What follows belongs to an exercise in optimizing a design on an open flow for small area, a short achievable clock period and few clock cycles per item; a production flow would make more cautious choices. At most, simulation tests tie the RTL to the original design; equivalence was not proved. Only the layout flow was run in runs 4 and 5; the RTL was not checked for function there.

### flow/config.mk
export PLATFORM = sky130hd
export DESIGN_NAME = chacha20
export DESIGN_NICKNAME = chacha20
export VERILOG_FILES = /design/flow/design.v
export SDC_FILE = /design/flow/constraint.sdc
export NUM_CORES = 8
export LEC_CHECK = 0
export CAP_MARGIN = 20
export CORE_MARGIN = 2
export CORE_UTILIZATION = 40
export CTS_CLUSTER_DIAMETER = 80
export CTS_CLUSTER_SIZE = 30
export SETUP_SLACK_MARGIN = 2
export SLEW_MARGIN = 20
### flow/constraint.sdc
create_clock -name core_clock -period 14.0 [get_ports {clock}]
set_input_delay 2.8000 -clock core_clock [delete_from_list [all_inputs] [get_ports {clock}]]
set_output_delay 2.8000 -clock core_clock [all_outputs]
set_load 0.01 [all_outputs]
### flow/design.v
`default_nettype none
module chacha20(input wire clock,
                input wire reset,  
                input wire start,
                input  wire [255:0] key,
                input  wire [63:0] index,  
                input  wire [63:0] nonce,
                output reg done,
                output wire [511:0] out);
    function automatic [31:0] LE32(input [31:0] a);
        LE32 = {a[7:0], a[15:8], a[23:16], a[31:24]};
    endfunction
function automatic [31:0] ADD(input [31:0] a, input [31:0] b);
    reg [31:0] p, g, pp, gg, c;
    begin
    p = a ^ b; g = a & b; pp = p; gg = g;
    gg[31] = gg[31] | (pp[31] & gg[30]); pp[31] = pp[31] & pp[30];
    gg[29] = gg[29] | (pp[29] & gg[28]); pp[29] = pp[29] & pp[28];
    gg[27] = gg[27] | (pp[27] & gg[26]); pp[27] = pp[27] & pp[26];
    gg[25] = gg[25] | (pp[25] & gg[24]); pp[25] = pp[25] & pp[24];
    gg[23] = gg[23] | (pp[23] & gg[22]); pp[23] = pp[23] & pp[22];
    gg[21] = gg[21] | (pp[21] & gg[20]); pp[21] = pp[21] & pp[20];
    gg[19] = gg[19] | (pp[19] & gg[18]); pp[19] = pp[19] & pp[18];
    gg[17] = gg[17] | (pp[17] & gg[16]); pp[17] = pp[17] & pp[16];
    gg[15] = gg[15] | (pp[15] & gg[14]); pp[15] = pp[15] & pp[14];
    gg[13] = gg[13] | (pp[13] & gg[12]); pp[13] = pp[13] & pp[12];
    gg[11] = gg[11] | (pp[11] & gg[10]); pp[11] = pp[11] & pp[10];
    gg[9] = gg[9] | (pp[9] & gg[8]); pp[9] = pp[9] & pp[8];
    gg[7] = gg[7] | (pp[7] & gg[6]); pp[7] = pp[7] & pp[6];
    gg[5] = gg[5] | (pp[5] & gg[4]); pp[5] = pp[5] & pp[4];
    gg[3] = gg[3] | (pp[3] & gg[2]); pp[3] = pp[3] & pp[2];
    gg[1] = gg[1] | (pp[1] & gg[0]); pp[1] = pp[1] & pp[0];
    gg[31] = gg[31] | (pp[31] & gg[29]); pp[31] = pp[31] & pp[29];
    gg[30] = gg[30] | (pp[30] & gg[29]); pp[30] = pp[30] & pp[29];
    gg[27] = gg[27] | (pp[27] & gg[25]); pp[27] = pp[27] & pp[25];
    gg[26] = gg[26] | (pp[26] & gg[25]); pp[26] = pp[26] & pp[25];
    gg[23] = gg[23] | (pp[23] & gg[21]); pp[23] = pp[23] & pp[21];
    gg[22] = gg[22] | (pp[22] & gg[21]); pp[22] = pp[22] & pp[21];
    gg[19] = gg[19] | (pp[19] & gg[17]); pp[19] = pp[19] & pp[17];
    gg[18] = gg[18] | (pp[18] & gg[17]); pp[18] = pp[18] & pp[17];
    gg[15] = gg[15] | (pp[15] & gg[13]); pp[15] = pp[15] & pp[13];
    gg[14] = gg[14] | (pp[14] & gg[13]); pp[14] = pp[14] & pp[13];
    gg[11] = gg[11] | (pp[11] & gg[9]); pp[11] = pp[11] & pp[9];
    gg[10] = gg[10] | (pp[10] & gg[9]); pp[10] = pp[10] & pp[9];
    gg[7] = gg[7] | (pp[7] & gg[5]); pp[7] = pp[7] & pp[5];
    gg[6] = gg[6] | (pp[6] & gg[5]); pp[6] = pp[6] & pp[5];
    gg[3] = gg[3] | (pp[3] & gg[1]); pp[3] = pp[3] & pp[1];
    gg[2] = gg[2] | (pp[2] & gg[1]); pp[2] = pp[2] & pp[1];
    gg[31] = gg[31] | (pp[31] & gg[27]); pp[31] = pp[31] & pp[27];
    gg[30] = gg[30] | (pp[30] & gg[27]); pp[30] = pp[30] & pp[27];
    gg[29] = gg[29] | (pp[29] & gg[27]); pp[29] = pp[29] & pp[27];
    gg[28] = gg[28] | (pp[28] & gg[27]); pp[28] = pp[28] & pp[27];
    gg[23] = gg[23] | (pp[23] & gg[19]); pp[23] = pp[23] & pp[19];
    gg[22] = gg[22] | (pp[22] & gg[19]); pp[22] = pp[22] & pp[19];
    gg[21] = gg[21] | (pp[21] & gg[19]); pp[21] = pp[21] & pp[19];
    gg[20] = gg[20] | (pp[20] & gg[19]); pp[20] = pp[20] & pp[19];
    gg[15] = gg[15] | (pp[15] & gg[11]); pp[15] = pp[15] & pp[11];
    gg[14] = gg[14] | (pp[14] & gg[11]); pp[14] = pp[14] & pp[11];
    gg[13] = gg[13] | (pp[13] & gg[11]); pp[13] = pp[13] & pp[11];
    gg[12] = gg[12] | (pp[12] & gg[11]); pp[12] = pp[12] & pp[11];
    gg[7] = gg[7] | (pp[7] & gg[3]); pp[7] = pp[7] & pp[3];
    gg[6] = gg[6] | (pp[6] & gg[3]); pp[6] = pp[6] & pp[3];
    gg[5] = gg[5] | (pp[5] & gg[3]); pp[5] = pp[5] & pp[3];
    gg[4] = gg[4] | (pp[4] & gg[3]); pp[4] = pp[4] & pp[3];
    gg[31] = gg[31] | (pp[31] & gg[23]); pp[31] = pp[31] & pp[23];
    gg[30] = gg[30] | (pp[30] & gg[23]); pp[30] = pp[30] & pp[23];
    gg[29] = gg[29] | (pp[29] & gg[23]); pp[29] = pp[29] & pp[23];
    gg[28] = gg[28] | (pp[28] & gg[23]); pp[28] = pp[28] & pp[23];
    gg[27] = gg[27] | (pp[27] & gg[23]); pp[27] = pp[27] & pp[23];
    gg[26] = gg[26] | (pp[26] & gg[23]); pp[26] = pp[26] & pp[23];
    gg[25] = gg[25] | (pp[25] & gg[23]); pp[25] = pp[25] & pp[23];
    gg[24] = gg[24] | (pp[24] & gg[23]); pp[24] = pp[24] & pp[23];
    gg[15] = gg[15] | (pp[15] & gg[7]); pp[15] = pp[15] & pp[7];
    gg[14] = gg[14] | (pp[14] & gg[7]); pp[14] = pp[14] & pp[7];
    gg[13] = gg[13] | (pp[13] & gg[7]); pp[13] = pp[13] & pp[7];
    gg[12] = gg[12] | (pp[12] & gg[7]); pp[12] = pp[12] & pp[7];
    gg[11] = gg[11] | (pp[11] & gg[7]); pp[11] = pp[11] & pp[7];
    gg[10] = gg[10] | (pp[10] & gg[7]); pp[10] = pp[10] & pp[7];
    gg[9] = gg[9] | (pp[9] & gg[7]); pp[9] = pp[9] & pp[7];
    gg[8] = gg[8] | (pp[8] & gg[7]); pp[8] = pp[8] & pp[7];
    gg[31] = gg[31] | (pp[31] & gg[15]); pp[31] = pp[31] & pp[15];
    gg[30] = gg[30] | (pp[30] & gg[15]); pp[30] = pp[30] & pp[15];
    gg[29] = gg[29] | (pp[29] & gg[15]); pp[29] = pp[29] & pp[15];
    gg[28] = gg[28] | (pp[28] & gg[15]); pp[28] = pp[28] & pp[15];
    gg[27] = gg[27] | (pp[27] & gg[15]); pp[27] = pp[27] & pp[15];
    gg[26] = gg[26] | (pp[26] & gg[15]); pp[26] = pp[26] & pp[15];
    gg[25] = gg[25] | (pp[25] & gg[15]); pp[25] = pp[25] & pp[15];
    gg[24] = gg[24] | (pp[24] & gg[15]); pp[24] = pp[24] & pp[15];
    gg[23] = gg[23] | (pp[23] & gg[15]); pp[23] = pp[23] & pp[15];
    gg[22] = gg[22] | (pp[22] & gg[15]); pp[22] = pp[22] & pp[15];
    gg[21] = gg[21] | (pp[21] & gg[15]); pp[21] = pp[21] & pp[15];
    gg[20] = gg[20] | (pp[20] & gg[15]); pp[20] = pp[20] & pp[15];
    gg[19] = gg[19] | (pp[19] & gg[15]); pp[19] = pp[19] & pp[15];
    gg[18] = gg[18] | (pp[18] & gg[15]); pp[18] = pp[18] & pp[15];
    gg[17] = gg[17] | (pp[17] & gg[15]); pp[17] = pp[17] & pp[15];
    gg[16] = gg[16] | (pp[16] & gg[15]); pp[16] = pp[16] & pp[15];
    c = {gg[30:0], 1'b0};
    ADD = p ^ c;
    end
endfunction
    localparam CONST = 128'h657870616e642033322d62797465206b;
    wire [511:0] init = {CONST, key, LE32(index[31:0]), LE32(index[63:32]), nonce};
    reg [4:0] i;  
    reg [31:0] y [0:15];  
    wire [31:0] xi [0:15];
    wire [31:0] h [0:15];
    wire ld = start;
    wire fa = i == 5'd19;
    genvar j;
    generate for (j = 0; j < 16; j = j + 1) begin: g_init
        assign xi[j] = LE32(init[511 - 32*j -: 32]);
    end endgenerate
    generate for (j = 0; j < 4; j = j + 1) begin: g_h2
        wire [31:0] a2 = ADD(y[j], y[4+j]);
        wire [31:0] t2 = y[12+j] ^ a2;
        wire [31:0] d2 = {t2[23:0], t2[31:24]};
        wire [31:0] c2 = ADD(y[8+j], d2);
        wire [31:0] t3 = y[4+j] ^ c2;
        wire [31:0] b2 = {t3[24:0], t3[31:25]};
        assign h[     (4-j)%4] = a2;
        assign h[4 +  (5-j)%4] = b2;
        assign h[8 +  (6-j)%4] = c2;
        assign h[12 + (7-j)%4] = d2;
    end endgenerate
    generate for (j = 0; j < 4; j = j + 1) begin: g_h1
        wire [31:0] ai = ld ? xi[j]    : fa ? xi[4+j] : h[j];
        wire [31:0] bi = ld ? xi[4+j]  : h[4+j];
        wire [31:0] ci = ld ? xi[8+j]  : h[8+j];
        wire [31:0] di = ld ? xi[12+j] : h[12+j];
        wire [31:0] s1 = ADD(ai, bi);
        wire [31:0] t0 = di ^ s1;
        wire [31:0] d1 = {t0[15:0], t0[31:16]};
        wire [31:0] s2 = ADD(ci, (fa ? xi[8+j] : d1));
        wire [31:0] t1 = bi ^ s2;
        wire [31:0] b1 = {t1[19:0], t1[31:20]};
        wire [31:0] fa_ = ADD(h[j], xi[j]);
        wire [31:0] fd = ADD(h[12+j], xi[12+j]);
        always @(posedge clock) begin
            y[j]    <= s1;
            y[4+j]  <= fa ? fa_ : b1;
            y[8+j]  <= s2;
            y[12+j] <= fa ? fd : d1;
        end
    end endgenerate
    always @(posedge clock) begin
        if (i != 5'd20) i <= i + 5'd1;
        if (start) i <= 5'd0;
        done <= fa;
        if (reset) begin
            i <= 5'd20;
            done <= 1'b0;
        end
    end
    generate for (j = 0; j < 4; j = j + 1) begin: g_out
        assign out[511 - 32*j      -: 32] = LE32(y[4+j]);
        assign out[511 - 32*(4+j)  -: 32] = LE32(y[j]);
        assign out[511 - 32*(8+j)  -: 32] = LE32(y[8+j]);
        assign out[511 - 32*(12+j) -: 32] = LE32(y[12+j]);
    end endgenerate
endmodule
### flow/flow/run.sh
#!/bin/bash
# The standard layout, with the port buffers made from the smallest buffer cell.
set -euo pipefail
export BUFFER_PORTS_ARGS="-buffer_cell sky130_fd_sc_hd__buf_1"
bash standard.sh > standard_flow.log 2>&1
### flow/standard.sh
#!/bin/bash
# synth_recipe.tcl (not shown) runs the flow's synth.tcl, then flattens the netlist and writes it again
# the make line also repeats each setting of config.mk as NAME=value (left out here)
make -C /OpenROAD-flow-scripts/flow DESIGN_CONFIG=/design/flow/config.mk WORK_HOME=/design/flow/orfs CLKGATE_MAP_FILE= SYNTH_SCRIPT=/design/flow/synth_recipe.tcl "${@:-finish}"
==> impl_metrics.csv, run 1 <==
group,metric,value,unit
yosys,syn-instance-count,6245,
cells_and_area,area_growth_syn_to_layout,24.6,%
setup_path,endpoint_kind,"flip-flop",
cells_and_area,filler_cell_count,12700,
grt,grt_max_degree,145,
yosys,mappedNetlistNets,7351,
cts,post_cts_hold_buffer_count,0,
cts,max-clock-path-buffers,3,
die,die_width,360,µm
yosys,yosys_warnings,2,
die,design.die.area,130000,µm²
cts,clkTransAtPathRegs,0.11,ns
grt,globalRouteMet3Util,12.8,%
place,gp_congestion,1.13,
setup_path,worst_path_largest_cell_delay,0.65,ns
cts,clock_latency,0.75,ns
min_path,min_from,"i[4]",
drt,postRouteWirelength,358000,µm
min_path,worstHoldPathType,"reg2reg",
drt,wl_per_cell,38.9,µm
die,num_rows,130,
drt,viasPerCell,6.26,
grt,globalRouteOverflowTotal,0,
cells_and_area,finalNonFillerCells,9200,
outcome,outcome,"no timing/DRC/antenna violations",
timing,maxSlewViolCount,0,
yosys,syn-mean-instance-area,8.12,µm²
yosys,number_of_register_bits_inferred_by_synthesis,518,
cells_and_area,fin_area,63200,µm²
yosys,syn_area,50700,µm²
cells_and_area,final_nets,8593,
place,dp_slack,0.239,ns
cts,tritoncts,"done",
grt,grt.total_usage,52.6,%
timing,finalCritPeriodShare,85.4,%
grt,grt_use_met1,64.0,%
die,core,126000,µm²
flow_run,max_cap_violations,0,
cts,cts_num_sinks,518,
grt,met2_usage,74.9,%
cells_and_area,final_layout_size_suffix_gt1_share,13.2,%
timing,fin_crit_period,11.95,ns
place,port_buffers,899,
place,detailedPlacementHpwl,310000,µm
grt,grt_first_pass_wirelength,459000,µm
grt,global_route.peak_usage_layer,"met2",
setup_path,start_kind,"flip-flop",
drt,antenna_violating_nets_left,0,
die,top_level_ports,900,
die,initial_core_util,40.3,%
timing,finalSetupViolations,0,
timing,fin_skew,0.0624,ns
setup_path,cp.buffers_inverters,15,
cts,clock-root-buffer,"clkbuf_16",
die,fp.dieH,360,µm
setup_path,worst_ep_arrival_time,12.55,ns
timing,worst_slew_pin_slew,1.43,ns
setup_path,setup.worst_path.class,"reg2reg",
setup_path,crit_path_start,"y[7][0]",
setup_path,timing.reg2reg.setup_slack,2.05,ns
setup_path,regToRegEndpoint,"y[6][5]",
yosys,synthArstFlopShare,0,%
setup_path,critPathTopFamily,"compound AO/OA/AOI/OAI gates",
timing,timing.fmax,0.0837,GHz
place,place_inst,8956,
setup_path,critPathMostFrequentCell,"buf_4",
yosys,synth-edff-count,0,
setup_path,endpoint,"y[6][5]",
drt,drc_errors,0,
timing,worst_slack,2.05,ns
drt,initialDrtViolationCount,8381,
setup_path,critical_path_peak_fanout,5,
place,place_area,58300,µm²
yosys,netlist-cell-type-count,89,
yosys,yosysSeqAreaShare,20.4,%
drt,detailedRoute.firstPassIterationCount,6,
setup_path,critPathRequiredTime,14.59,ns
timing,timing.max_slew.rel_slack,3.72,%
grt,antenna_found_initial,59,
setup_path,worst_reg_to_reg_path_cell_count,55,
cts,cts_made_buffers,51,
grt,first_global_vias,52100,
setup_path,worstReg2RegStart,"y[7][0]",
timing,grt_setup_unrepaired,"yes",
setup_path,critical_path_depth,55,
timing,setup_tns,0,ns
cts,cts-htree-levels,2,
drt,total_number_of_vias,57600,
setup_path,critical_path.slowest_cell,"xor2_1",
yosys,primary_ff_master_synth,"dfxtp_1",
timing,timing_hold_violations_final,0,
## through the flow
stage	hold WS (ns)	util, %
6_report	0.575	50.3
5_1_grt	0.615	50.2
4_1_cts	0.580	48.8
3_5_place_dp	0.559	46.3
3_3_place_gp	0.558	46.3
2_1_floorplan	0.545	-
## worst min-delay path by stage
stage | to | depth (start not counted)
2_1_floorplan | i[4] | 2
3_3_place_gp | i[4] | 2
3_5_place_dp | i[4] | 2
4_1_cts | i[4] | 2
5_1_grt | i[4] | 2
6_report | i[4] | 2
## area by class of cell
class	count	area, µm²	share of cell area (%)
clock inverters	34	529	0.837
well taps	1650	2060	3.27
inverters	274	1040	1.64
clock buffers	59	1350	2.13
repair buffers	1371	7010	11.1
diodes	23	57.6	0.0911
multi-input cells	5271	40700	64.5
flip-flops and latches	518	10400	16.5
## flip-flops by register name, indices dropped and copies added (netlist names)
signal / count
y: 512
i: 5
done: 1
## per-layer routing
metal | vias up | share of wire (%)
met4 | 22 | 12
met5 | - | 0.039
met1 | 27700 | 36
met2 | 4515 | 39
met3 | 1238 | 12
li1 | 24100 | -
## tightest hold or removal path: cells and delay by family (launching register included)
kind	cells	cell delay [ns]
AOI/OAI and AO/OA	1	0.10
DFF	1	0.34
xor gates and xnor gates	1	0.11
## repair_timing
item | CTS | global route
gates resized for setup | 156 | 249
gates cloned | 0 | 0
endpoints found under the setup margin | 189 | 150
pin swaps | 46 | 139
buffers inserted | 63 | 65
## synth_stat cells (5+ instances only)
cell,n,area [µm²]
a2111oi_0,6,52.6
a211oi_1,36,270
a21boi_0,15,113
a21o_1,210,1580
a21oi_1,448,2240
a311oi_1,6,52.6
a31o_2,10,87.6
a31oi_1,29,181
a41oi_1,16,140
and2_1,37,231
and3_1,41,257
and4_1,16,140
buf_1,29,109
clkbuf_1,153,574
dfxtp_1,518,10400
fa_1,100,2000
ha_1,619,7740
inv_1,274,1030
mux2_2,59,664
mux2i_1,141,1410
nand2_1,731,2740
nand2b_1,51,319
nand3_1,90,450
nand3b_1,7,52.6
nand4_1,39,244
nor2_1,541,2030
nor2b_1,57,357
nor3_1,94,470
nor3b_1,6,45.0
o2111ai_1,10,87.6
o211a_1,7,70.1
o211ai_1,48,360
o21a_1,99,743
o21ai_0,400,2000
o21ai_1,28,140
o21bai_1,42,315
o31a_1,7,61.3
o31ai_1,25,188
or2_2,19,119
or3_1,29,181
or4_1,5,37.5
xnor2_1,649,5680
xnor3_1,14,315
xor2_1,391,3420
## cells in the final DEF (no fill, tap or decap), types with 98 or more instances in the layout
| cell type | instances |
|---|---|
| a21o_1 | 207 |
| a21oi_1 | 408 |
| buf_1 | 898 |
| buf_4 | 462 |
| dfxtp_1 | 493 |
| ha_1 | 600 |
| inv_1 | 269 |
| mux2i_1 | 137 |
| nand2_1 | 729 |
| nor2_1 | 526 |
| o21a_1 | 98 |
| o21ai_0 | 359 |
| xnor2_1 | 591 |
| xor2_1 | 349 |
## logic make-up (layout without fill, tap and decap cells)
logic type	after synthesis	in the layout	synth area share, %
AO/OA/AOI/OAI	1516	1516	18.7
flip-flops	518	518	20.4
adder cells (fa/ha/maj)	719	719	19.2
multiplexers	200	200	4.09
XOR/XNOR	1060	1060	18.8
buffers and inverters	456	1738	3.37
AND/OR/NAND/NOR	1776	1776	15.4
other	0	23	0
Testbench counts, summed over its fixed seeds: cycles 5,376, blocks 256.
==> run 2: changes to the inputs <==
--- a/flow/config.mk
+++ b/flow/config.mk
@@ -7,8 +7,9 @@
 export LEC_CHECK = 0
 export CAP_MARGIN = 20
 export CORE_MARGIN = 2
-export CORE_UTILIZATION = 40
+export CORE_UTILIZATION = 35
 export CTS_CLUSTER_DIAMETER = 80
 export CTS_CLUSTER_SIZE = 30
+export PLACE_DENSITY = 0.65
 export SETUP_SLACK_MARGIN = 2
 export SLEW_MARGIN = 20
==> impl_metrics.csv, run 2 <==
group,metric,value,unit
cts,max-clock-path-buffers,3,
timing,fin_crit_period,11.87,ns
die,top_level_ports,900,
die,num_rows,139,
drt,postRouteWirelength,364000,µm
setup_path,endpoint,"y[7][10]",
yosys,yosysSeqAreaShare,20.4,%
setup_path,start_kind,"flip-flop",
yosys,syn-mean-instance-area,8.12,µm²
flow_run,max_cap_violations,0,
drt,detailedRoute.firstPassIterationCount,7,
yosys,synth_top_cell_by_area,"dfxtp_1",
timing,finalSetupViolations,0,
yosys,yosys.area_share.simple,15.4,%
grt,grt_max_degree,139,
yosys,synth_top_cells_by_area,"dfxtp_1 (20%), ha_1 (15%), xnor2_1 (11%)",
cts,tritoncts,"done",
setup_path,critical_path_peak_fanout,4,
drt,total_number_of_vias,57000,
cts,cts_num_sinks,518,
setup_path,worst_ep_arrival_time,12.45,ns
die,fp.dieH,385,µm
yosys,xor_xnor_fraction_of_synth_area,18.8,%
setup_path,worst_path_largest_cell_delay,0.82,ns
cts,clock_latency,0.73,ns
place,gp_congestion,1.12,
yosys,netlist-cell-type-count,89,
cells_and_area,biggestRegsByFlops,"y (512), i (5), done (1)",
drt,viasPerCell,6.03,
cells_and_area,largest_register_by_flop_count,"y",
yosys,synthMostInstantiatedCell,"nand2_1",
timing,grt_setup_unrepaired,"yes",
timing,fin_skew,0.0348,ns
cells_and_area,mostFrequentLayoutCell,"buf_1",
cts,post_cts_hold_buffer_count,0,
drt,wl_per_cell,38.5,µm
grt,antenna_found_initial,72,
timing,finalCritPeriodShare,84.8,%
yosys,netlist.area_leader.share,20.4,%
yosys,synthTopCellsByCount,"nand2_1 (731), xnor2_1 (649), ha_1 (619)",
drt,initialDrtViolationCount,7319,
timing,finalHoldWorstSlack,0.592,ns
yosys,synth_compound_gate_area_share,18.7,%
place,place_inst,9216,
timing,worst_slew_pin_slew,1.30,ns
cells_and_area,largest_register_ff_count,512,
cells_and_area,final_nets,8568,
setup_path,setup.worst_path.class,"reg2reg",
grt,grt.total_usage,47.0,%
yosys,number_of_register_bits_inferred_by_synthesis,518,
cells_and_area,final_layout_size_suffix_gt1_share,12.7,%
setup_path,worstReg2RegStart,"y[2][0]",
setup_path,critPathRequiredTime,14.58,ns
setup_path,worst_reg_to_reg_path_cell_count,53,
die,design.die.area,148000,µm²
yosys,synthArstFlopShare,0,%
cells_and_area,leading_cell_types_in_the_layout_fill_and_taps_excluded,"buf_1 (898), nand2_1 (731), ha_1 (607)",
timing,timing_hold_violations_final,0,
setup_path,regToRegEndpoint,"y[7][10]",
setup_path,endpoint_kind,"flip-flop",
grt,globalRouteMet3Util,12.9,%
timing,setup_tns,0,ns
yosys,mappedNetlistNets,7351,
cts,cts-htree-levels,2,
timing,timing.max_slew.rel_slack,12.7,%
setup_path,critical_path.slowest_cell,"xnor2_1",
yosys,syn_area,50700,µm²
setup_path,crit_path_start,"y[2][0]",
drt,drc_errors,0,
min_path,min_from,"i[4]",
outcome,outcome,"no timing/DRC/antenna violations",
yosys,largest_family_of_logic_cells_by_synthesized_area,"adder cells",
setup_path,timing.reg2reg.setup_slack,2.13,ns
cts,cts_made_buffers,57,
die,die_width,385,µm
die,core,144000,µm²
timing,maxSlewViolCount,0,
cts,clock-root-buffer,"clkbuf_16",
grt,global_route.peak_usage_layer,"met2",
yosys,syn-instance-count,6245,
cts,clkTransAtPathRegs,0.08,ns
timing,timing.fmax,0.0843,GHz
drt,antenna_violating_nets_left,0,
grt,grt_use_met1,56.8,%
place,port_buffers,899,
cells_and_area,finalNonFillerCells,9446,
place,detailedPlacementHpwl,316000,µm
yosys,synth.area.mux_share,4.09,%
setup_path,critPathMostFrequentCell,"a21oi_2",
grt,grt_first_pass_wirelength,464000,µm
min_path,worstHoldPathType,"reg2reg",
cells_and_area,area_growth_syn_to_layout,24.7,%
grt,globalRouteOverflowTotal,0,
yosys,yosys_warnings,2,
yosys,yosys.area_share.adder,19.2,%
grt,first_global_vias,51700,
yosys,primary_ff_master_synth,"dfxtp_1",
yosys,synth-edff-count,0,
grt,met2_usage,67.9,%
die,initial_core_util,35.3,%
==> run 2: cell types whose count changed in the layout (fill, tap and decap cells not counted), sizes merged <==
cell	change
buf	-31
bufinv	-1
clkbuf	+1
clkinv	-1
diode	+10
inv	+15
==> run 2: worst min path at each step <==
stage,to,slack [ns],cells past startpoint
2_1_floorplan,i[4],0.55,2
3_3_place_gp,i[4],0.56,2
3_5_place_dp,i[4],0.57,2
4_1_cts,i[4],0.59,2
5_1_grt,i[0],0.62,2
6_report,i[4],0.59,2
==> run 2: layer usage <==
metal	vias to the layer above	wire length [µm]
li1	24100	-
met1	27600	135000
met2	4137	148000
met3	1115	41300
met4	38	39800
met5	-	239
==> run 2: logic make-up (layout without fill, tap and decap cells) <==
family / count (synthesis) / in the layout
simple gates: 1776 / 1776
compound gates: 1516 / 1516
xor+xnor: 1060 / 1060
fa+ha+maj: 719 / 719
flops: 518 / 518
buf+inv: 456 / 1721
mux: 200 / 200
other cells: 0 / 33
==> run 2: repair_timing <==
item                       4_1_cts  5_1_grt
setup endpoints to repair      173      166
gates cloned                     0        0
gates resized for setup        136      223
pin swaps                       34      123
setup buffers                   25       65
==> run 2: per-stage QoR <==
stage	setup WS, ns	instance area [µm²]	util (%)
finish	2.13	63200	44.0
global route	1.89	63200	44.0
CTS	1.91	61600	42.9
detailed placement	0.420	58600	40.8
global placement	0.581	58600	40.8
floorplan	2.90	50700	-
==> run 2: area by class of cell <==
type,count,area [µm²]
antenna,33,82.6
clock buffer,60,1490
clock inverter,47,626
fill,14900,80400
inverter,274,1040
multi-input combinational,5271,40400
sequential,518,10400
tap,1903,2380
timing repair buffer,1340,6780
==> run 2: worst max-delay path: cells and delay by family (launching register included) <==
family,cells,cell delay (ns)
buffers and inverters,7,0.75
flip-flops,1,0.36
AO/OA/AOI/OAI,27,5.03
XOR/XNOR,6,1.69
adder cells (fa/ha/maj),8,2.84
AND/OR/NAND/NOR,5,0.99
==> run 3: changes to the inputs <==
--- a/flow/config.mk
+++ b/flow/config.mk
@@ -10,6 +10,5 @@
 export CORE_UTILIZATION = 35
 export CTS_CLUSTER_DIAMETER = 80
 export CTS_CLUSTER_SIZE = 30
-export PLACE_DENSITY = 0.65
-export SETUP_SLACK_MARGIN = 2
+export SETUP_SLACK_MARGIN = 2.25
 export SLEW_MARGIN = 20
==> impl_metrics.csv, run 3 <==
group,metric,value,unit
cts,clock_latency,0.75,ns
cells_and_area,leading_cell_types_in_the_layout_fill_and_taps_excluded,"buf_1 (898), nand2_1 (731), ha_1 (601)",
yosys,synth_top_cell_by_area,"dfxtp_1",
place,gp_congestion,1.11,
grt,grt_first_pass_wirelength,461000,µm
cts,clkTransAtPathRegs,0.10,ns
cts,cts_num_sinks,518,
cells_and_area,biggestRegsByFlops,"y (512), i (5), done (1)",
grt,grt_max_degree,177,
setup_path,endpoint_kind,"flip-flop",
timing,worst_slew_pin_slew,1.33,ns
cts,max-clock-path-buffers,3,
timing,grt_setup_unrepaired,"yes",
die,top_level_ports,900,
timing,worst_slack,2.32,ns
yosys,synthMostInstantiatedCell,"nand2_1",
setup_path,critical_path_peak_fanout,5,
cts,clock-root-buffer,"clkbuf_16",
yosys,yosys_warnings,2,
setup_path,start_kind,"flip-flop",
cells_and_area,area_growth_syn_to_layout,24.8,%
outcome,outcome,"no timing/DRC/antenna violations",
min_path,worstHoldPathType,"reg2reg",
drt,initialDrtViolationCount,7794,
timing,fin_crit_period,11.68,ns
cts,tritoncts,"done",
cells_and_area,mostFrequentLayoutCell,"buf_1",
timing,finalSetupViolations,0,
place,dp_slack,-1.22,ns
setup_path,critPathRequiredTime,14.59,ns
cells_and_area,largest_register_by_flop_count,"y",
die,initial_core_util,35.3,%
setup_path,worst_reg_to_reg_path_cell_count,53,
cells_and_area,largest_register_ff_count,512,
die,design.die.area,148000,µm²
yosys,synthTopCellsByCount,"nand2_1 (731), xnor2_1 (649), ha_1 (619)",
yosys,synth_top_cells_by_area,"dfxtp_1 (20%), ha_1 (15%), xnor2_1 (11%)",
yosys,syn-instance-count,6245,
grt,first_global_vias,51400,
yosys,netlist.area_leader.share,20.4,%
drt,total_number_of_vias,56300,
timing,finalCritPeriodShare,83.4,%
setup_path,worst_ep_arrival_time,12.27,ns
drt,detailedRoute.firstPassIterationCount,6,
die,num_rows,139,
yosys,netlist-cell-type-count,89,
flow_run,max_cap_violations,0,
timing,finalHoldWorstSlack,0.615,ns
setup_path,setup.worst_path.class,"reg2reg",
cts,cts_made_buffers,53,
yosys,mappedNetlistNets,7351,
setup_path,critical_path.slowest_cell,"xnor2_1",
grt,grt.total_usage,46.7,%
drt,drc_errors,0,
grt,antenna_found_initial,72,
yosys,number_of_register_bits_inferred_by_synthesis,518,
drt,wl_per_cell,38.5,µm
grt,globalRouteOverflowTotal,0,
cells_and_area,final_nets,8512,
place,detailedPlacementHpwl,313000,µm
yosys,syn-mean-instance-area,8.12,µm²
timing,timing.fmax,0.0856,GHz
drt,postRouteWirelength,361000,µm
timing,maxSlewViolCount,0,
min_path,whs_path_depth,2,
cts,cts-htree-levels,2,
timing,timing.max_slew.rel_slack,10.9,%
yosys,synth-edff-count,0,
setup_path,critPathMostFrequentCell,"a21oi_2",
die,core,144000,µm²
drt,antenna_violating_nets_left,0,
die,fp.dieH,385,µm
cells_and_area,final_layout_size_suffix_gt1_share,12.8,%
yosys,synthArstFlopShare,0,%
yosys,primary_ff_master_synth,"dfxtp_1",
cts,post_cts_hold_buffer_count,0,
yosys,syn_area,50700,µm²
setup_path,worst_path_largest_cell_delay,0.64,ns
place,port_buffers,899,
yosys,yosysSeqAreaShare,20.4,%
timing,timing_hold_violations_final,0,
drt,viasPerCell,5.99,
timing,setup_tns,0,ns
timing,fin_skew,0.0665,ns
die,die_width,385,µm
[run 3: cell counts after synthesis]
No cell type changed its count.
[run 3: through the flow]
step,instance area [µm²],cells,utilization [%]
floorplan,50700,6245,-
global placement,58100,9143,40.4
detailed placement,58100,9143,40.4
CTS,61500,9286,42.8
global route,63300,9371,44.0
finish,63300,9385,44.1
[run 3: final timing paths]
kind / from / endpoint / slack, ns
setup / recovery: y[6][12] / y[7][11] / 2.32
hold reg to reg: i[0] / i[0] / 0.62
setup reg to reg: y[6][12] / y[7][11] / 2.32
hold / removal: i[0] / i[0] / 0.62
[run 3: final cells by class]
cell class | instances | area, µm²
Timing Repair Buffer | 1288 | 6410
Sequential cell | 518 | 10400
Inverter | 274 | 1040
Fill cell | 14900 | 80400
Multi-Input combinational cell | 5271 | 41000
Antenna cell | 32 | 80.1
Clock buffer | 55 | 1370
Tap cell | 1903 | 2380
Clock inverter | 44 | 578
[run 3: kinds of logic (layout without fill, tap and decap cells)]
group | count (synthesis) | after routing | synth area share, %
multiplexers | 200 | 200 | 4.09
buffers and inverters | 456 | 1661 | 3.37
XOR/XNOR | 1060 | 1060 | 18.8
AO/OA/AOI/OAI | 1516 | 1516 | 18.7
flip-flops | 518 | 518 | 20.4
adder cells (fa/ha/maj) | 719 | 719 | 19.2
AND/OR/NAND/NOR | 1776 | 1776 | 15.4
other | 0 | 32 | 0
[run 3: worst max-delay path, delay by kind of cell (launching register included)]
family	cells	cell delay, ns
DFF	1	0.45
xor gates and xnor gates	8	1.78
muxes	2	0.43
buffers and inverters	4	0.69
AOI/OAI and AO/OA	30	6.14
and+or+nand+nor	5	0.84
adders and majority gates	4	1.19
[run 3: repair_timing]
action	CTS	global route
buffers inserted	44	66
pin swaps	56	142
endpoints found under the setup margin	216	145
gates cloned	0	0
resized for setup	220	234
endpoints found under the hold margin	0	0
[run 3: layer usage]
metal  vias to the layer above  part of all wire, %  track usage (%)
met2                      3979                   41             67.4
met3                      1034                   11             11.7
met4                        26                   11             40.7
li1                      24000                    -                -
met1                     27200                   37             57.6
met5                         -                0.049                0
==> run 4: changes to the inputs <==
--- a/flow/design.v
+++ b/flow/design.v
@@ -111,11 +111,13 @@
         assign xi[j] = LE32(init[511 - 32*j -: 32]);
     end endgenerate
     generate for (j = 0; j < 4; j = j + 1) begin: g_h2
-        wire [31:0] a2 = ADD(y[j], y[4+j]);
+        wire [31:0] t1 = y[4+j] ^ y[8+j];
+        wire [31:0] b1 = {t1[19:0], t1[31:20]};
+        wire [31:0] a2 = ADD(y[j], b1);
         wire [31:0] t2 = y[12+j] ^ a2;
         wire [31:0] d2 = {t2[23:0], t2[31:24]};
         wire [31:0] c2 = ADD(y[8+j], d2);
-        wire [31:0] t3 = y[4+j] ^ c2;
+        wire [31:0] t3 = b1 ^ c2;
         wire [31:0] b2 = {t3[24:0], t3[31:25]};
         assign h[     (4-j)%4] = a2;
         assign h[4 +  (5-j)%4] = b2;
@@ -131,13 +133,11 @@
         wire [31:0] t0 = di ^ s1;
         wire [31:0] d1 = {t0[15:0], t0[31:16]};
         wire [31:0] s2 = ADD(ci, (fa ? xi[8+j] : d1));
-        wire [31:0] t1 = bi ^ s2;
-        wire [31:0] b1 = {t1[19:0], t1[31:20]};
         wire [31:0] fa_ = ADD(h[j], xi[j]);
         wire [31:0] fd = ADD(h[12+j], xi[12+j]);
         always @(posedge clock) begin
             y[j]    <= s1;
-            y[4+j]  <= fa ? fa_ : b1;
+            y[4+j]  <= fa ? fa_ : bi;
             y[8+j]  <= s2;
             y[12+j] <= fa ? fd : d1;
         end
--- a/flow/config.mk
+++ b/flow/config.mk
@@ -10,5 +10,5 @@
 export CORE_UTILIZATION = 35
 export CTS_CLUSTER_DIAMETER = 80
 export CTS_CLUSTER_SIZE = 30
-export SETUP_SLACK_MARGIN = 2.25
+export SETUP_SLACK_MARGIN = 2
 export SLEW_MARGIN = 20
==> impl_metrics.csv, run 4 <==
group,metric,value,unit
timing,setup_tns,0,ns
yosys,synth_top_cell_by_area,"dfxtp_1",
cts,cts-htree-levels,2,
cts,clock_latency,0.74,ns
cells_and_area,filler_cell_count,14900,
yosys,syn-instance-count,6250,
setup_path,critical_path_peak_fanout,4,
cts,cts_num_sinks,518,
cts,cts_made_buffers,54,
outcome,outcome,"no timing/DRC/antenna violations",
die,die_width,385,µm
place,dp_slack,-0.170,ns
cts,max-clock-path-buffers,3,
die,fp.dieH,385,µm
yosys,largest_family_of_logic_cells_by_synthesized_area,"adder cells",
cts,clock-root-buffer,"clkbuf_16",
drt,initialDrtViolationCount,7156,
yosys,syn_area,50900,µm²
cts,post_cts_hold_buffer_count,0,
cells_and_area,biggestRegsByFlops,"y (512), i (5), done (1)",
timing,finalHoldWorstSlack,0.592,ns
yosys,synth_top_cells_by_area,"dfxtp_1 (20%), ha_1 (15%), xor2_1 (9.2%)",
yosys,syn-mean-instance-area,8.15,µm²
cts,clkTransAtPathRegs,0.10,ns
drt,detailedRoute.firstPassIterationCount,6,
yosys,netlist-cell-type-count,101,
timing,timing.fmax,0.0836,GHz
timing,timing.max_slew.rel_slack,7.80,%
setup_path,worst_ep_arrival_time,12.60,ns
yosys,mappedNetlistNets,7356,
yosys,synth-edff-count,0,
timing,grt_setup_unrepaired,"yes",
yosys,yosys.area_share.simple,15.4,%
yosys,primary_ff_master_synth,"dfxtp_1",
die,num_rows,139,
drt,drc_errors,0,
timing,finalSetupViolations,0,
yosys,synth.area.mux_share,4.18,%
place,place_inst,9130,
die,design.die.area,149000,µm²
die,core,144000,µm²
yosys,synthMostInstantiatedCell,"nand2_1",
grt,grt_first_pass_wirelength,457000,µm
setup_path,start_kind,"flip-flop",
setup_path,setup.worst_path.class,"reg2reg",
die,top_level_ports,900,
yosys,yosys_warnings,2,
setup_path,critical_path.slowest_cell,"a2111o_1",
cts,tritoncts,"done",
grt,grt_max_degree,134,
timing,fin_skew,0.0512,ns
setup_path,cp.buffers_inverters,3,
grt,antenna_found_initial,89,
timing,worst_slew_pin_slew,1.37,ns
cells_and_area,finalNonFillerCells,9412,
timing,maxSlewViolCount,0,
drt,antenna_violating_nets_left,0,
drt,postRouteWirelength,358000,µm
cells_and_area,final_nets,8523,
setup_path,critPathMostFrequentCell,"a21o_1",
setup_path,worst_path_largest_cell_delay,0.47,ns
die,initial_core_util,35.4,%
yosys,yosysSeqAreaShare,20.4,%
cells_and_area,mostFrequentLayoutCell,"buf_1",
yosys,netlist.area_leader.share,20.4,%
place,gp_congestion,1.11,
setup_path,critPathTopFamily,"compound AO/OA/AOI/OAI gates",
place,detailedPlacementHpwl,314000,µm
timing,fin_crit_period,11.96,ns
grt,grt.total_usage,46.0,%
timing,worst_slack,2.04,ns
yosys,number_of_register_bits_inferred_by_synthesis,518,
yosys,synth_compound_gate_area_share,18.8,%
yosys,synthTopCellsByCount,"nand2_1 (739), ha_1 (619), nor2_1 (555)",
grt,globalRouteOverflowTotal,0,
drt,wl_per_cell,38.0,µm
setup_path,critPathRequiredTime,14.64,ns
drt,viasPerCell,5.99,
timing,finalCritPeriodShare,85.4,%
cells_and_area,leading_cell_types_in_the_layout_fill_and_taps_excluded,"buf_1 (898), nand2_1 (734), ha_1 (602)",
yosys,synthArstFlopShare,0,%
cells_and_area,area_growth_syn_to_layout,24.8,%
place,port_buffers,899,
drt,total_number_of_vias,56400,
cells_and_area,largest_register_by_flop_count,"y",
cells_and_area,final_layout_size_suffix_gt1_share,13.1,%
yosys,xor_xnor_fraction_of_synth_area,18.7,%
setup_path,endpoint_kind,"flip-flop",
timing,timing_hold_violations_final,0,
cells_and_area,largest_register_ff_count,512,
yosys,yosys.area_share.adder,19.1,%
flow_run,max_cap_violations,0,
grt,first_global_vias,51200,
min_path,worstHoldPathType,"reg2reg",
[run 4: changes by cell type after synthesis, moves of 16 or more]
cell / previous run / this run
o21ai_0: 400 / 351
o21bai_1: 42 / 59
xor2_1: 391 / 537
o21a_1: 99 / 78
xnor2_1: 649 / 519
nand2b_1: 51 / 35
buf_1: 29 / 45
[run 4: metal layers]
metal / vias up / global-route usage (%) / routed length [µm]
li1: 24000 / - / -
met1: 27200 / 56.2 / 132000
met2: 4030 / 66.4 / 145000
met3: 1092 / 11.8 / 41100
met4: 50 / 41.3 / 39200
met5: - / 0 / 302
[run 4: worst paths after layout]
path	slack (ns)	end	depth (start not counted)	from
setup / recovery	2.04	y[11][31]	52	y[10][29]
hold reg to reg	0.59	i[0]	2	i[0]
setup reg to reg	2.04	y[11][31]	52	y[10][29]
hold / removal	0.59	i[0]	2	i[0]
[run 4: tightest hold or removal path: stages (launching register included)]
cell and delay (ns):
dfxtp_1 0.36, xnor2_1 0.16, nor3_1 0.04
[run 4: area by class of cell]
cell class | count | area (µm²) | share of cell area [%]
antenna | 47 | 118 | 0.185
sequential | 518 | 10400 | 16.4
inverter | 260 | 986 | 1.55
clock buffer | 56 | 1380 | 2.17
clock inverter | 45 | 708 | 1.11
timing repair buffer | 1301 | 6460 | 10.2
multi-input combinational | 5282 | 41100 | 64.7
tap | 1903 | 2380 | 3.75
[run 4: logic make-up after synthesis]
| group | count (synthesis) |
|---|---|
| simple gates | 1792 |
| compound gates | 1496 |
| xor+xnor | 1070 |
| fa+ha+maj | 719 |
| flops | 518 |
| buf+inv | 450 |
| mux | 205 |
[run 4: metrics by stage]
step                      area, µm²  util [%]
after CTS                     61700      42.9
after global routing          63500      44.1
after detailed placement      58100      40.3
after floorplan               50900         -
after global placement        58000      40.3
final                         63600      44.1
[run 4: timing repair]
action	4_1_cts	5_1_grt
pin swaps	93	147
gates cloned	0	0
setup endpoints to repair	99	53
buffers inserted	58	76
gates resized for setup	222	226
==> run 5: changes to the inputs <==
--- a/flow/config.mk
+++ b/flow/config.mk
@@ -10,5 +10,5 @@
 export CORE_UTILIZATION = 35
 export CTS_CLUSTER_DIAMETER = 80
 export CTS_CLUSTER_SIZE = 30
-export SETUP_SLACK_MARGIN = 2
+export SETUP_SLACK_MARGIN = 3
 export SLEW_MARGIN = 20
==> impl_metrics.csv, run 5 <==
group,metric,value,unit
outcome,outcome,"no timing/DRC/antenna violations",
timing,fin_skew,0.0366,ns
cts,max-clock-path-buffers,3,
setup_path,endpoint_kind,"flip-flop",
timing,finalCritPeriodShare,87.7,%
cts,cts-htree-levels,2,
cells_and_area,final_layout_size_suffix_gt1_share,16.4,%
place,gp_congestion,1.12,
drt,wl_per_cell,38.5,µm
setup_path,setup.worst_path.class,"reg2reg",
cells_and_area,area_growth_syn_to_layout,29.0,%
yosys,synthArstFlopShare,0,%
cts,clkTransAtPathRegs,0.08,ns
yosys,synthTopCellsByCount,"nand2_1 (739), ha_1 (619), nor2_1 (555)",
yosys,synth-edff-count,0,
min_path,whs_path_depth,2,
cts,cts_made_buffers,60,
setup_path,critical_path.slowest_cell,"fa_1",
drt,detailedRoute.firstPassIterationCount,8,
place,place_inst,9164,
timing,worst_slack,1.72,ns
setup_path,worst_ep_arrival_time,12.90,ns
timing,worst_slew_pin_slew,1.36,ns
timing,timing.max_slew.rel_slack,8.85,%
drt,total_number_of_vias,57500,
yosys,mappedNetlistNets,7356,
cells_and_area,largest_register_by_flop_count,"y",
yosys,primary_ff_master_synth,"dfxtp_1",
flow_run,max_cap_violations,0,
timing,fin_crit_period,12.28,ns
grt,grt.total_usage,47.2,%
setup_path,critPathRequiredTime,14.62,ns
yosys,netlist-cell-type-count,101,
cts,clock-root-buffer,"clkbuf_16",
grt,grt_max_degree,117,
drt,viasPerCell,6.03,
cts,cts_num_sinks,518,
place,detailedPlacementHpwl,320000,µm
yosys,synthMostInstantiatedCell,"nand2_1",
cells_and_area,largest_register_ff_count,512,
yosys,yosysSeqAreaShare,20.4,%
yosys,yosys_warnings,2,
min_path,worstHoldPathType,"reg2reg",
die,num_rows,139,
grt,first_global_vias,52300,
cells_and_area,mostFrequentLayoutCell,"buf_1",
die,fp.dieH,385,µm
drt,postRouteWirelength,367000,µm
timing,maxSlewViolCount,0,
setup_path,start_kind,"flip-flop",
setup_path,critPathMostFrequentCell,"o21ai_2",
grt,globalRouteOverflowTotal,0,
timing,timing_hold_violations_final,0,
drt,drc_errors,0,
yosys,synth_top_cell_by_area,"dfxtp_1",
die,top_level_ports,900,
yosys,syn-mean-instance-area,8.15,µm²
cts,clock_latency,0.75,ns
die,core,144000,µm²
grt,antenna_found_initial,67,
yosys,syn-instance-count,6250,
timing,timing.fmax,0.0814,GHz
drt,initialDrtViolationCount,7253,
cells_and_area,biggestRegsByFlops,"y (512), i (5), done (1)",
cts,tritoncts,"done",
yosys,netlist.area_leader.share,20.4,%
die,design.die.area,149000,µm²
cts,post_cts_hold_buffer_count,0,
setup_path,critical_path_peak_fanout,6,
yosys,syn_area,50900,µm²
timing,grt_setup_unrepaired,"yes",
grt,grt_first_pass_wirelength,469000,µm
place,port_buffers,899,
cells_and_area,filler_cell_count,14800,
drt,antenna_violating_nets_left,0,
die,die_width,385,µm
yosys,synth_top_cells_by_area,"dfxtp_1 (20%), ha_1 (15%), xor2_1 (9.2%)",
yosys,number_of_register_bits_inferred_by_synthesis,518,
cells_and_area,final_nets,8655,
timing,finalSetupViolations,0,
cells_and_area,finalNonFillerCells,9542,
setup_path,worst_reg_to_reg_path_cell_count,55,
place,dp_slack,-0.749,ns
cells_and_area,leading_cell_types_in_the_layout_fill_and_taps_excluded,"buf_1 (898), nand2_1 (730), ha_1 (581)",
die,initial_core_util,35.4,%
setup_path,worst_path_largest_cell_delay,0.49,ns
run 5: logic make-up (layout without fill, tap and decap cells):
group,after synthesis,after routing,synth area share (%)
and+or+nand+nor,1792,1792,15.4
AOI/OAI and AO/OA,1496,1496,18.8
xor gates and xnor gates,1070,1070,18.7
adders and majority gates,719,719,19.1
DFF,518,518,20.4
buffers and inverters,450,1801,3.35
muxes,205,205,4.18
other,0,38,0
run 5: metal layers:
metal | GRT usage (%) | wire length, µm
met2 | 68.0 | 148000
met1 | 57.6 | 137000
met3 | 12.8 | 42100
met4 | 41.6 | 39900
met5 | 0 | 460
run 5: repair_timing:
action	4_1_cts	5_1_grt
pin swaps	155	250
gates resized for setup	315	308
endpoints found under the setup margin	136	93
gates cloned	0	0
setup buffers	106	120
run 5: path summary, 6_finish.rpt:
| check | slack (ns) | to | startpoint |
|---|---|---|---|
| setup / recovery | 1.72 | y[11][30] | y[10][20] |
| hold / removal | 0.60 | i[0] | i[0] |
| setup reg to reg | 1.72 | y[11][30] | y[10][20] |
| hold reg to reg | 0.60 | i[0] | i[0] |
run 5: critical path, delay by kind of cell, from the launching register on:
family                     cells  cell delay (ns)
and+or+nand+nor                8             1.28
buffers and inverters          6             0.75
xor gates and xnor gates       6             1.03
adders and majority gates      7             2.15
DFF                            1             0.34
muxes                          1             0.33
AOI/OAI and AO/OA             27             6.23
run 5: cell type report:
| type | instances | area, µm² | share of cell area [%] |
|---|---|---|---|
| inverters | 260 | 983 | 1.50 |
| multi-input cells | 5282 | 42100 | 64.1 |
| clock buffers | 63 | 1530 | 2.34 |
| clock inverters | 51 | 693 | 1.06 |
| well taps | 1903 | 2380 | 3.62 |
| diodes | 38 | 95.1 | 0.145 |
| repair buffers | 1427 | 7480 | 11.4 |
| flip-flops and latches | 518 | 10400 | 15.9 |
run 5: per-stage QoR:
stage | setup TNS (ns) | hold slack (ns) | util (%) | cell area, µm²
2_1_floorplan | 0 | 0.545 | - | 51100
3_3_place_gp | -2.32 | 0.559 | 40.7 | 58600
3_5_place_dp | -3.37 | 0.578 | 40.7 | 58600
4_1_cts | 0 | 0.602 | 43.9 | 63200
5_1_grt | 0 | 0.624 | 45.6 | 65600
6_report | 0 | 0.601 | 45.6 | 65700
==> run 6: changes to the inputs <==
--- a/flow/design.v
+++ b/flow/design.v
@@ -111,13 +111,11 @@
         assign xi[j] = LE32(init[511 - 32*j -: 32]);
     end endgenerate
     generate for (j = 0; j < 4; j = j + 1) begin: g_h2
-        wire [31:0] t1 = y[4+j] ^ y[8+j];
-        wire [31:0] b1 = {t1[19:0], t1[31:20]};
-        wire [31:0] a2 = ADD(y[j], b1);
+        wire [31:0] a2 = ADD(y[j], y[4+j]);
         wire [31:0] t2 = y[12+j] ^ a2;
         wire [31:0] d2 = {t2[23:0], t2[31:24]};
         wire [31:0] c2 = ADD(y[8+j], d2);
-        wire [31:0] t3 = b1 ^ c2;
+        wire [31:0] t3 = y[4+j] ^ c2;
         wire [31:0] b2 = {t3[24:0], t3[31:25]};
         assign h[     (4-j)%4] = a2;
         assign h[4 +  (5-j)%4] = b2;
@@ -133,11 +131,13 @@
         wire [31:0] t0 = di ^ s1;
         wire [31:0] d1 = {t0[15:0], t0[31:16]};
         wire [31:0] s2 = ADD(ci, (fa ? xi[8+j] : d1));
+        wire [31:0] t1 = bi ^ s2;
+        wire [31:0] b1 = {t1[19:0], t1[31:20]};
         wire [31:0] fa_ = ADD(h[j], xi[j]);
         wire [31:0] fd = ADD(h[12+j], xi[12+j]);
         always @(posedge clock) begin
             y[j]    <= s1;
-            y[4+j]  <= fa ? fa_ : bi;
+            y[4+j]  <= fa ? fa_ : b1;
             y[8+j]  <= s2;
             y[12+j] <= fa ? fd : d1;
         end
==> flow/flow/run.sh (replaced) <==
#!/bin/bash
# The standard layout, with the port buffers made from the smallest buffer cell
# and a clock tree built without dummy loads.
set -euo pipefail
export BUFFER_PORTS_ARGS="-buffer_cell sky130_fd_sc_hd__buf_1"
export CTS_ARGS="-sink_clustering_enable -repair_clock_nets -sink_clustering_size 30 -sink_clustering_max_diameter 80 -dont_use_dummy_load"
bash standard.sh > standard_flow.log 2>&1
--- a/flow/config.mk
+++ b/flow/config.mk
@@ -8,7 +8,5 @@
 export CAP_MARGIN = 20
 export CORE_MARGIN = 2
 export CORE_UTILIZATION = 35
-export CTS_CLUSTER_DIAMETER = 80
-export CTS_CLUSTER_SIZE = 30
-export SETUP_SLACK_MARGIN = 3
+export SETUP_SLACK_MARGIN = 2
 export SLEW_MARGIN = 20
==> impl_metrics.csv, run 6 <==
group,metric,value,unit
timing,maxSlewViolCount,0,
grt,grt_max_degree,177,
cells_and_area,filler_cell_count,15000,
yosys,synthArstFlopShare,0,%
timing,finalSetupViolations,0,
yosys,synthMostInstantiatedCell,"nand2_1",
grt,globalRouteOverflowTotal,0,
setup_path,start_kind,"flip-flop",
timing,timing.max_slew.rel_slack,11.0,%
die,fp.dieH,385,µm
cts,clock-root-buffer,"clkbuf_16",
min_path,worstHoldPathType,"reg2reg",
setup_path,endpoint_kind,"flip-flop",
flow_run,max_cap_violations,0,
yosys,primary_ff_master_synth,"dfxtp_1",
drt,drc_errors,0,
setup_path,critical_path.slowest_cell,"fa_1",
timing,finalCritPeriodShare,84.8,%
cells_and_area,finish.utilization,43.1,%
cells_and_area,largest_register_ff_count,512,
yosys,yosys_warnings,2,
cells_and_area,final_nets,8482,
setup_path,critPathMostFrequentCell,"buf_4",
yosys,mappedNetlistNets,7351,
yosys,synthTopCellsByCount,"nand2_1 (731), xnor2_1 (649), ha_1 (619)",
cells_and_area,mostFrequentLayoutCell,"buf_1",
yosys,synth-edff-count,0,
drt,initialDrtViolationCount,7745,
timing,fin_crit_period,11.88,ns
grt,antenna_found_initial,75,
drt,total_number_of_vias,56200,
timing,grt_setup_unrepaired,"yes",
cells_and_area,area_growth_syn_to_layout,22.1,%
yosys,syn-mean-instance-area,8.12,µm²
cells_and_area,biggestRegsByFlops,"y (512), i (5), done (1)",
yosys,yosysSeqAreaShare,20.4,%
timing,timing.fmax,0.0842,GHz
setup_path,critPathRequiredTime,14.56,ns
die,design.die.area,148000,µm²
yosys,netlist.area_leader.share,20.4,%
timing,fin_skew,0.0892,ns
cts,max-clock-path-buffers,3,
cells_and_area,largest_register_by_flop_count,"y",
yosys,synth_top_cell_by_area,"dfxtp_1",
drt,wl_per_cell,38.7,µm
cts,clock_latency,0.73,ns
cts,cts_num_sinks,518,
drt,antenna_violating_nets_left,0,
grt,grt_first_pass_wirelength,460000,µm
cells_and_area,final_layout_size_suffix_gt1_share,10.9,%
outcome,outcome,"no timing/DRC/antenna violations",
setup_path,worst_path_largest_cell_delay,0.79,ns
cts,cts_made_buffers,53,
drt,viasPerCell,6.03,
die,initial_core_util,35.3,%
yosys,synth_top_cells_by_area,"dfxtp_1 (20%), ha_1 (15%), xnor2_1 (11%)",
yosys,syn-instance-count,6245,
yosys,netlist-cell-type-count,89,
setup_path,critical_path_peak_fanout,5,
cts,clkTransAtPathRegs,0.09,ns
setup_path,setup.worst_path.class,"reg2reg",
timing,timing_hold_violations_final,0,
place,detailedPlacementHpwl,313000,µm
cells_and_area,leading_cell_types_in_the_layout_fill_and_taps_excluded,"buf_1 (898), nand2_1 (731), ha_1 (610)",
die,num_rows,139,
yosys,number_of_register_bits_inferred_by_synthesis,518,
place,port_buffers,899,
setup_path,worst_ep_arrival_time,12.44,ns
drt,detailedRoute.firstPassIterationCount,6,
cts,cts-htree-levels,2,
grt,grt.total_usage,46.6,%
die,core,144000,µm²
grt,first_global_vias,51200,
yosys,syn_area,50700,µm²
die,die_width,385,µm
cts,tritoncts,"done",
die,top_level_ports,900,
cts,post_cts_hold_buffer_count,0,
place,gp_congestion,1.11,
drt,postRouteWirelength,360000,µm
timing,worst_slew_pin_slew,1.33,ns
-- run 6: cells by family after synthesis --
logic type / after synthesis / share of synthesized area, %
AO/OA/AOI/OAI: 1516 / 18.7
XOR/XNOR: 1060 / 18.8
adder cells (fa/ha/maj): 719 / 19.2
buffers and inverters: 456 / 3.37
flip-flops: 518 / 20.4
multiplexers: 200 / 4.09
AND/OR/NAND/NOR: 1776 / 15.4
-- run 6: layer usage --
layer / up-vias / wire, µm / global-route usage, %
met5: - / 120 / 0
met4: 18 / 38500 / 40.9
met2: 4200 / 146000 / 67.1
met3: 1035 / 41000 / 11.3
met1: 27000 / 135000 / 57.8
li1: 23900 / - / -
-- run 6: cell type report --
class | count | area, µm² | share of cell area [%]
antenna | 34 | 85.1 | 0.137
clock buffer | 53 | 1330 | 2.14
inverter | 274 | 1040 | 1.67
multi-input combinational | 5271 | 40500 | 65.4
sequential | 518 | 10400 | 16.8
tap | 1903 | 2380 | 3.84
timing repair buffer | 1258 | 6180 | 9.98
-- run 6: per-stage QoR --
step	TNS [ns]	cell area (µm²)	std cells	hold slack (ns)	worst slack (ns)
floorplan	0	50700	6245	0.545	2.90
global placement	-11.52	58100	9143	0.563	-1.13
detailed placement	-13.22	58100	9143	0.587	-1.22
CTS	0	60500	9227	0.610	1.83
global route	0	61900	9295	0.633	1.94
finish	0	61900	9311	0.607	2.12
-- run 6: what timing repair did --
item	in CTS	in global routing
endpoints found under the setup margin	195	151
gates cloned	0	0
setup buffers	31	49
resized for setup	165	182
pin swaps	29	99
-- run 6: worst paths after layout --
| path | cells past startpoint | slack (ns) | start | endpoint |
|---|---|---|---|---|
| worst max-delay path | 49 | 2.12 | y[0][17] | y[5][26] |
| worst min-delay path | 2 | 0.61 | i[0] | i[0] |
| worst max register to register | 49 | 2.12 | y[0][17] | y[5][26] |
| worst min register to register | 2 | 0.61 | i[0] | i[0] |
-- run 6: worst max-delay path: cells and delay by family, from the launching register on --
family | cells | cell delay (ns)
buffers and inverters | 9 | 1.35
and+or+nand+nor | 10 | 1.25
AOI/OAI and AO/OA | 18 | 4.25
DFF | 1 | 0.35
xor gates and xnor gates | 5 | 1.37
adders and majority gates | 7 | 3.13
Testbench counts of run 6, summed over its fixed seeds: cycles 5,376, blocks 256.
==> run 7: changes to the inputs <==
--- a/flow/config.mk
+++ b/flow/config.mk
@@ -8,5 +8,5 @@
 export CAP_MARGIN = 20
 export CORE_MARGIN = 2
 export CORE_UTILIZATION = 35
-export SETUP_SLACK_MARGIN = 2
+export SETUP_SLACK_MARGIN = 2.25
 export SLEW_MARGIN = 20
==> impl_metrics.csv, run 7 <==
group,metric,value,unit
yosys,synth-edff-count,0,
flow_run,max_cap_violations,0,
yosys,netlist.area_leader.share,20.4,%
cells_and_area,largest_register_by_flop_count,"y",
timing,finalCritPeriodShare,83.6,%
yosys,number_of_register_bits_inferred_by_synthesis,518,
setup_path,critical_path_peak_fanout,6,
yosys,yosysSeqAreaShare,20.4,%
yosys,synthMostInstantiatedCell,"nand2_1",
yosys,synth.area.mux_share,4.09,%
timing,timing.fmax,0.0855,GHz
cts,max-clock-path-buffers,3,
cells_and_area,area_growth_syn_to_layout,24.0,%
cells_and_area,mostFrequentLayoutCell,"buf_1",
timing,timing_hold_violations_final,0,
yosys,netlist-cell-type-count,89,
timing,setup_tns,0,ns
cts,clkTransAtPathRegs,0.08,ns
cells_and_area,final_layout_size_suffix_gt1_share,12.6,%
drt,initialDrtViolationCount,7667,
yosys,mappedNetlistNets,7351,
cells_and_area,largest_register_ff_count,512,
yosys,synthArstFlopShare,0,%
setup_path,worst_path_largest_cell_delay,0.71,ns
drt,wl_per_cell,38.6,µm
die,design.die.area,148000,µm²
cells_and_area,leading_cell_types_in_the_layout_fill_and_taps_excluded,"buf_1 (898), nand2_1 (731), ha_1 (598)",
yosys,largest_family_of_logic_cells_by_synthesized_area,"adder cells",
die,top_level_ports,900,
cells_and_area,biggestRegsByFlops,"y (512), i (5), done (1)",
yosys,synth_top_cell_by_area,"dfxtp_1",
yosys,syn-instance-count,6245,
drt,detailedRoute.firstPassIterationCount,6,
drt,antenna_violating_nets_left,0,
setup_path,setup.worst_path.class,"reg2reg",
drt,postRouteWirelength,361000,µm
die,fp.dieH,385,µm
setup_path,critPathRequiredTime,14.56,ns
yosys,syn-mean-instance-area,8.12,µm²
yosys,yosys_warnings,2,
place,detailedPlacementHpwl,313000,µm
timing,timing.max_slew.rel_slack,14.5,%
min_path,worstHoldPathType,"reg2reg",
setup_path,worst_reg_to_reg_path_cell_count,47,
yosys,primary_ff_master_synth,"dfxtp_1",
place,port_buffers,899,
drt,drc_errors,0,
setup_path,regToRegEndpoint,"y[4][10]",
setup_path,worst_ep_arrival_time,12.25,ns
cts,cts_made_buffers,53,
timing,worst_slew_pin_slew,1.28,ns
cells_and_area,finish.utilization,43.8,%
setup_path,timing.reg2reg.setup_slack,2.30,ns
die,core,144000,µm²
setup_path,critical_path.slowest_cell,"xnor2_1",
timing,finalHoldWorstSlack,0.608,ns
cts,cts_num_sinks,518,
cells_and_area,multiInputGateArea,41200,µm²
setup_path,start_kind,"flip-flop",
timing,fin_skew,0.0840,ns
grt,grt_max_degree,177,
cts,post_cts_hold_buffer_count,0,
setup_path,worstReg2RegStart,"y[5][0]",
yosys,yosys.area_share.simple,15.4,%
die,initial_core_util,35.3,%
cts,clock-root-buffer,"clkbuf_16",
cells_and_area,regArea,10400,µm²
cts,clock_latency,0.73,ns
drt,total_number_of_vias,56400,
die,num_rows,139,
die,die_width,385,µm
timing,fin_crit_period,11.70,ns
drt,viasPerCell,6.03,
grt,grt.total_usage,46.6,%
yosys,xor_xnor_fraction_of_synth_area,18.8,%
grt,antenna_found_initial,70,
setup_path,endpoint,"y[4][10]",
timing,grt_setup_unrepaired,"yes",
yosys,synthTopCellsByCount,"nand2_1 (731), xnor2_1 (649), ha_1 (619)",
timing,maxSlewViolCount,0,
timing,finalSetupViolations,0,
outcome,outcome,"no timing/DRC/antenna violations",
grt,grt_first_pass_wirelength,460000,µm
cells_and_area,final_nets,8520,
setup_path,crit_path_start,"y[5][0]",
yosys,yosys.area_share.adder,19.2,%
grt,globalRouteOverflowTotal,0,
cells_and_area,filler_cell_count,14900,
yosys,synth_top_cells_by_area,"dfxtp_1 (20%), ha_1 (15%), xnor2_1 (11%)",
setup_path,endpoint_kind,"flip-flop",
grt,first_global_vias,51400,
place,gp_congestion,1.11,
cts,tritoncts,"done",
cts,cts-htree-levels,2,
yosys,syn_area,50700,µm²
yosys,synth_compound_gate_area_share,18.7,%
-- run 7: kinds of logic (layout without fill, tap and decap cells) --
family / Yosys count / count (layout)
other cells: 0 / 37
flops: 518 / 518
xor+xnor: 1060 / 1060
compound gates: 1516 / 1516
buf+inv: 456 / 1623
mux: 200 / 200
simple gates: 1776 / 1776
fa+ha+maj: 719 / 719
-- run 7: area by class of cell --
class	count	share of cell area [%]
inverters	274	1.65
diodes	37	0.147
well taps	1903	3.79
clock buffers	53	2.11
repair buffers	1296	10.3
flip-flops and latches	518	16.5
multi-input cells	5271	65.5
-- run 7: what timing repair did --
item	CTS	global route
setup endpoints to repair	216	149
setup buffers	44	75
gates resized for setup	220	258
pin swaps	54	168
-- run 7: critical path: cells and delay by family, from the launching register on --
family | cells | cell delay (ns)
compound gates | 20 | 4.54
xor+xnor | 8 | 2.54
simple gates | 11 | 1.93
fa+ha+maj | 5 | 1.70
buf+inv | 3 | 0.45
flops | 1 | 0.36
-- run 7: per-stage QoR --
step	std cells	cell area [µm²]	setup slack, ns
after floorplan	6245	50700	2.90
after global placement	9143	58100	-1.13
after detailed placement	9143	58100	-1.22
after CTS	9240	60800	2.18
after global routing	9331	62800	2.03
final	9352	62900	2.30
-- run 7: layer usage --
metal	GRT usage, %	part of all wire [%]
met1	57.3	37
met2	67.1	40
met3	11.9	11
met4	41.2	11
met5	0	0.057
-- run 7: worst min-delay path by stage --
stage	from	to	cells past startpoint
after floorplan	i[4]	i[4]	2
after global placement	i[4]	i[4]	2
after detailed placement	i[0]	i[0]	2
after CTS	i[0]	i[0]	2
after global routing	i[4]	i[4]	2
final	i[0]	i[0]	2

## re-timing with driven ports
The results above use ideal ports. As a check the final layouts listed here were re-extracted and re-timed, cells and wires unchanged. Step 1 (the two cells are an assumption about what drives the block):
set clk [get_ports {clock}]
set_driving_cell -lib_cell sky130_fd_sc_hd__clkbuf_16 $clk
set_driving_cell -lib_cell sky130_fd_sc_hd__buf_2 [delete_from_list [all_inputs] $clk]
Step 2, shift: input delay + t, output delay - t, t = (earliest + latest rising clock arrival at the registers) / 2. This alone moves slack from input paths to output paths. a / b / c = ideal ports / drivers / drivers and shift; a / b = the first two.
run | t (ns) | slack for setup (ns) | slew at the worst register clock pin (ns) | worst data-port slew with drivers (ns) | pins driven straight from the clock port
run 1 | 0.805 | 2.046 / 2.046 / 2.046 | 0.11 / 0.11 | 0.20 | 1
run 2 | 0.813 | 2.132 / 2.132 / 2.132 | 0.10 / 0.10 | 0.28 | 1
run 3 | 0.810 | 2.317 / 2.317 / 2.317 | 0.11 / 0.11 | 0.30 | 1
run 4 | 0.803 | 2.041 / 2.041 / 2.041 | 0.11 / 0.11 | 0.21 | 1
run 5 | 0.822 | 1.717 / 1.717 / 1.717 | 0.10 / 0.10 | 0.19 | 1
run 6 | 0.775 | 2.122 / 2.122 / 2.122 | 0.11 / 0.11 | 0.26 | 1
run 7 | 0.777 | 2.303 / 2.303 / 2.303 | 0.10 / 0.10 | 0.29 | 1
After both steps setup and hold are still met in every run listed.
